This is an optimization exercise on Yosys and OpenROAD, whose aim is small area and a short achievable clock period, not a production implementation. Only simulation tests tie the RTL to the original design; equivalence was not proved. No activity file was given, so power comes from the tool's default toggle rates.

==> flow/design.v, too long to show whole: its modules and the start of the top module <==
// module alu_top: 18 lines
// module fa: 6 lines
// module benc: 7 lines
// module brow: 11 lines
// module bcell: 5 lines
// module fadd: 1184 lines
// module ALU: 715 lines
module alu_top(clk, A, B, opcode, OUT);
  // ...
==> flow/run.sh <==
#!/bin/bash
# synth_recipe.tcl (not shown) runs the flow's synth.tcl, then flattens the netlist and writes it again
# the make line also repeats each setting of config.mk as NAME=value (left out here)
make -C /OpenROAD-flow-scripts/flow DESIGN_CONFIG=/design/flow/config.mk WORK_HOME=/design/flow/orfs CLKGATE_MAP_FILE= SYNTH_SCRIPT=/design/flow/synth_recipe.tcl finish
==> flow/config.mk <==
export PLATFORM = sky130hd
export DESIGN_NAME = alu_top
export DESIGN_NICKNAME = alu_top
export VERILOG_FILES = /design/flow/design.v
export SDC_FILE = /design/flow/constraint.sdc
export NUM_CORES = 4
export LEC_CHECK = 0
export CAP_MARGIN = 20
export CORE_MARGIN = 2
export CORE_UTILIZATION = 45
export SLEW_MARGIN = 20
export SYNTH_HIERARCHICAL = 1
export SYNTH_MINIMUM_KEEP_SIZE = 0
==> flow/constraint.sdc <==
create_clock -name core_clock -period 28.0 [get_ports {clk}]
set_input_delay 5.6000 -clock core_clock [delete_from_list [all_inputs] [get_ports {clk}]]
set_output_delay 5.6000 -clock core_clock [all_outputs]
set_load 0.01 [all_outputs]
==> impl_metrics.tcl, run 1 <==
set metrics [dict create \
    status "no timing/DRC/antenna violations" \
    synth_edf_count 0 \
    gr-total-overflow 0 \
    dpl-instance-area_sq_mm 0.0399 \
    reg2reg_setup_slack_ps 16280 \
    grtUsageMet1 0.434 \
    m1WireLength_um 55700 \
    yosysUniqueCellTypes 88 \
    synth.most_common_cell "xnor2_1" \
    hold_violations 0 \
    die_area_sq_mm 0.0828 \
    synth_top_family_by_area "adder cells" \
    finalSetupViolCount 0 \
    cp.depth 33 \
    synthCells 3461 \
    p_comb_frac 0.872 \
    root_buffer "clkbuf_16" \
    maxPowerGroup "combinational logic" \
    p_int_mw 1.54 \
    grt_pass1_vias 30779 \
    syn_to_final_growth_pct 11.9 \
    slew_headroom 0.192 \
    tns_ps 0 \
    required_ps 28340 \
    powerComb_mw 3.32 \
    n_tap_cell 1060 \
    seq_cells 133 \
    clk_path_buf_depth 2 \
    met3_length_um 10500 \
    pg_seq_mw 0.259 \
    htreeDepth 4 \
    ant_nets 0 \
    drc 0 \
    biggestRegsByFlops "out_r: 64 flops, a_r: 32 flops, b_r: 32 flops" \
    dp.cells 4697 \
    final_util 0.505 \
    wl_um 140000 \
    ys_async_sr_fraction 0 \
    use_met3 0.0621 \
    drt-initial-drc-count 2898 \
    cp_slowest_cell "nand2_2" \
]
==> module brow, before the edit <==
module brow(x, one, two, neg, p);
input [31:0] x;
input one, two, neg;
output [33:0] p;
wire [33:0] xa = {2'b0, x};
wire [33:0] xb = {1'b0, x, 1'b0};
genvar i;
generate for (i = 0; i < 34; i = i + 1) begin : bits
  bcell uc(.a(xa[i]), .b(xb[i]), .one(one), .two(two), .neg(neg), .p(p[i]));
end endgenerate
endmodule
==> run 2, diff against run 1 <==
--- a/flow/design.v
+++ b/flow/design.v
@@ -34,17 +34,7 @@
 input [31:0] x;
 input one, two, neg;
 output [33:0] p;
-wire [33:0] xa = {2'b0, x};
-wire [33:0] xb = {1'b0, x, 1'b0};
-genvar i;
-generate for (i = 0; i < 34; i = i + 1) begin : bits
-  bcell uc(.a(xa[i]), .b(xb[i]), .one(one), .two(two), .neg(neg), .p(p[i]));
-end endgenerate
-endmodule
-module bcell(a, b, one, two, neg, p);
-input a, b, one, two, neg;
-output p;
-assign p = ((one & a) | (two & b)) ^ neg;
+assign p = (({2'b0, x} & {34{one}}) | ({1'b0, x, 1'b0} & {34{two}})) ^ {34{neg}};
 endmodule
 module fadd(a, b, s, s1);
 input [63:0] a, b;
--- a/flow/config.mk
+++ b/flow/config.mk
@@ -7,7 +7,7 @@
 export LEC_CHECK = 0
 export CAP_MARGIN = 20
 export CORE_MARGIN = 2
-export CORE_UTILIZATION = 45
+export CORE_UTILIZATION = 60
 export SLEW_MARGIN = 20
 export SYNTH_HIERARCHICAL = 1
 export SYNTH_MINIMUM_KEEP_SIZE = 0
==> impl_metrics.tcl, run 2 <==
set metrics [dict create \
    largest_register_ffs 64 \
    highest_layer "met5" \
    ys_ff_latch 133 \
    core-area_sq_mm 0.0566 \
    yosysTopAreaCell "fa_1" \
    required_ps 28330 \
    slew_headroom 0.192 \
    die_w_um 244 \
    antenna_found_initial 4 \
    cts.sinks 133 \
    cts_tree "done" \
    max_stage_delay_ps 930 \
    yosysUniqueCellTypes 89 \
    wl_um 135000 \
    critPathBufInv 4 \
    cts_inserted_buffers 17 \
    root_buffer "clkbuf_16" \
    hold_violations 0 \
    biggestRegsByFlops "out_r: 64 flops, a_r: 32 flops, b_r: 32 flops" \
    syn_to_final_growth_pct 6.10 \
    synth_area_leaders "fa_1, xnor2_1, a22oi_1" \
    grt_pass1_vias 33085 \
    viasPerCell 7.29 \
    post_cts_buffers 0 \
    avgSynthCellArea_sq_um 9.58 \
    synth-compound-area-share 0.211 \
    yosysTopAreaCellShare 0.299 \
    timing.hold.ws_ps 594 \
    m1WireLength_um 46200 \
    synthMuxAreaShare 0.0293 \
    final_util 0.646 \
    dr_wl_met2_um 61100 \
    cts_resized 0 \
    synth_ff_type "dfxtp_1" \
    place.gp.congestion 0.987 \
    yosys-top-cells-count "xnor2_1, fa_1, a22oi_1" \
    drc 0 \
    met3_length_um 15300 \
    num-fill-cells 4726 \
    ant_nets 0 \
    initial_core_util 0.609 \
    status "no timing/DRC/antenna violations" \
    synth_top_family_by_area "adder cells" \
    rsz0062_at_grt "false" \
    arrival_ps 11940 \
    num_vias 31594 \
    track_usage 0.450 \
    drt-initial-drc-count 4435 \
    gr-total-overflow 0 \
    finalSetupViolCount 0 \
    final_cell_mix "xnor2_1, fa_1, a22oi_1, nand2_1, ha_1" \
    largest_register "out_r" \
    die_area_sq_mm 0.0594 \
    drive_above_1_share 0.0752 \
    grt_max_degree 76 \
    yosys_warnings 8 \
    clk_path_buf_depth 2 \
    min-delay-path-class "flip-flop to flip-flop" \
    nNetsFinal 4301 \
    dr.pass1.iters 13 \
    syn_area_sq_mm 0.0345 \
    peakVddDrop_mv 0.191 \
    num_rows 87 \
    clkTransAtPathRegs_ps 70 \
    reg2reg_from "op_r[1]$_DFF_P_" \
    cp_slowest_cell "o22ai_4" \
    endpoint_kind "flip-flop" \
    post_drt_wl_per_cell_um 31.2 \
    placement.io_buffers 133 \
    grt_pass1_wl_um 201000 \
    tns_ps 0 \
    tightest_slew_ps 1210 \
    slew_violations 0 \
    synth_edf_count 0 \
    synth_fa_ha_area_frac 0.355 \
    synth.most_common_cell "xnor2_1" \
    layout_commonest_cell "xnor2_1" \
    min_from "b_r[13]$_DFF_P_" \
    maxCapViolations 0 \
    fmax_mhz 86.1 \
    worst-setup-path-type "flip-flop to flip-flop" \
    io_pins 134 \
    power_density_mw_per_mm2 96.6 \
    skew_ps 26.4 \
    synthSimpleGateAreaFrac 0.0834 \
    path_max_fanout 38 \
    synth-xor-area-share 0.179 \
    cpMostUsedCell "fa_1" \
    finalCritPeriodShare 0.415 \
    critPathLaunch "op_r[1]$_DFF_P_" \
    startpoint_type "flip-flop" \
    ys_async_sr_fraction 0 \
    fp.dieH_um 244 \
    synthCells 3595 \
    critical-path-top-delay-family "adder cells" \
    clock_latency_ps 470 \
    htreeDepth 4 \
    yosysSeqAreaShare 0.0773 \
    p_leak_nw 14.7 \
    hpwlAfterDp_um 91500 \
    cts_hold_buf 0 \
    fin_crit_ps 11610 \
]
## run 2: cells by family (layout without fill, tap and decap cells)
logic type,after synthesis,after routing
flip-flops,133,133
AO/OA/AOI/OAI,1019,1019
AND/OR/NAND/NOR,607,607
multiplexers,97,97
other,2,23
adder cells (fa/ha/maj),668,668
XOR/XNOR,706,706
buffers and inverters,363,326
## run 2: report_power, final
group	switching, mW	total [mW]	internal [mW]
Combinational	1.91	3.03	1.12
Sequential	0.0246	0.251	0.226
Clock	0.0998	0.250	0.150
Total	2.04	3.53	1.49
## run 2: final timing paths
check / end / slack, ps / cells past startpoint
worst max-delay path: out_r[30]$_DFF_P_ / 16390 / 35
worst max register to register: out_r[30]$_DFF_P_ / 16390 / 35
worst min register to register: out_r[13]$_DFF_P_ / 590 / 2
worst min-delay path: out_r[13]$_DFF_P_ / 590 / 2
## run 2: Yosys stat by module, one instance, submodules excluded
module   times used  flops+latches  cells  area [sq um]
benc             16              0      5          38.8
ALU               1              0    998          6690
fadd              1              0    640          4400
brow             16              0     77           614
alu_top           1            133    133          2660
fa              512              0      1          20.0
## run 2: area by class of cell
cell class / instances / area [sq um] / share of cell area
timing repair buffer: 236 / 2120 / 0.0581
inverter: 59 / 221 / 0.00606
sequential: 133 / 2670 / 0.0731
clock buffer: 18 / 429 / 0.0117
clock inverter: 13 / 196 / 0.00537
tap: 756 / 946 / 0.0259
multi-input combinational: 3116 / 30000 / 0.819
antenna: 4 / 10.0 / 0.000274
## run 2: stage by stage
step                instance area (sq um)  std cells  power [mW]  setup WS [ps]
floorplan                           34500       3612        2.24          18920
global placement                    35900       4299        3.11          16880
detailed placement                  35900       4299        3.14          16660
CTS                                 36500       4330        3.41          16620
global route                        36500       4331        3.70          16110
finish                              36600       4335        3.53          16390
## run 2: tightest hold or removal path, delay by kind of cell, from the launching register on
kind,cells,cell delay (ps)
compound gates,1,80
flops,1,380
simple gates,1,80
## run 2: layer usage
layer / vias to the layer above / global-route usage
met5: - / 0
met2: 2705 / 0.710
met4: 4 / 0.351
met3: 851 / 0.105
li1: 12608 / -
met1: 15426 / 0.532

[static timing again, ports no longer ideal]
In the flow no input, the clock included, has a driving cell. The finished layouts below were timed again as built, in two steps.
Step 1 assumes that a clkbuf_16 drives the clock port and a buf_2 every other input.
Step 2, shift: input delay + t, output delay - t, t = (earliest + latest rising clock arrival at the registers) / 2. This alone moves slack from input paths to output paths.
a / b / c = ideal / step 1 / step 2; a / b = the first two.
run	t (ns)	setup slack, ns	worst data-port slew with drivers (ns)
run 1	0.545	16.277 / 16.277 / 16.277	0.04
run 2	0.510	16.388 / 16.388 / 16.388	0.05
After both steps setup and hold are still met in every run listed.
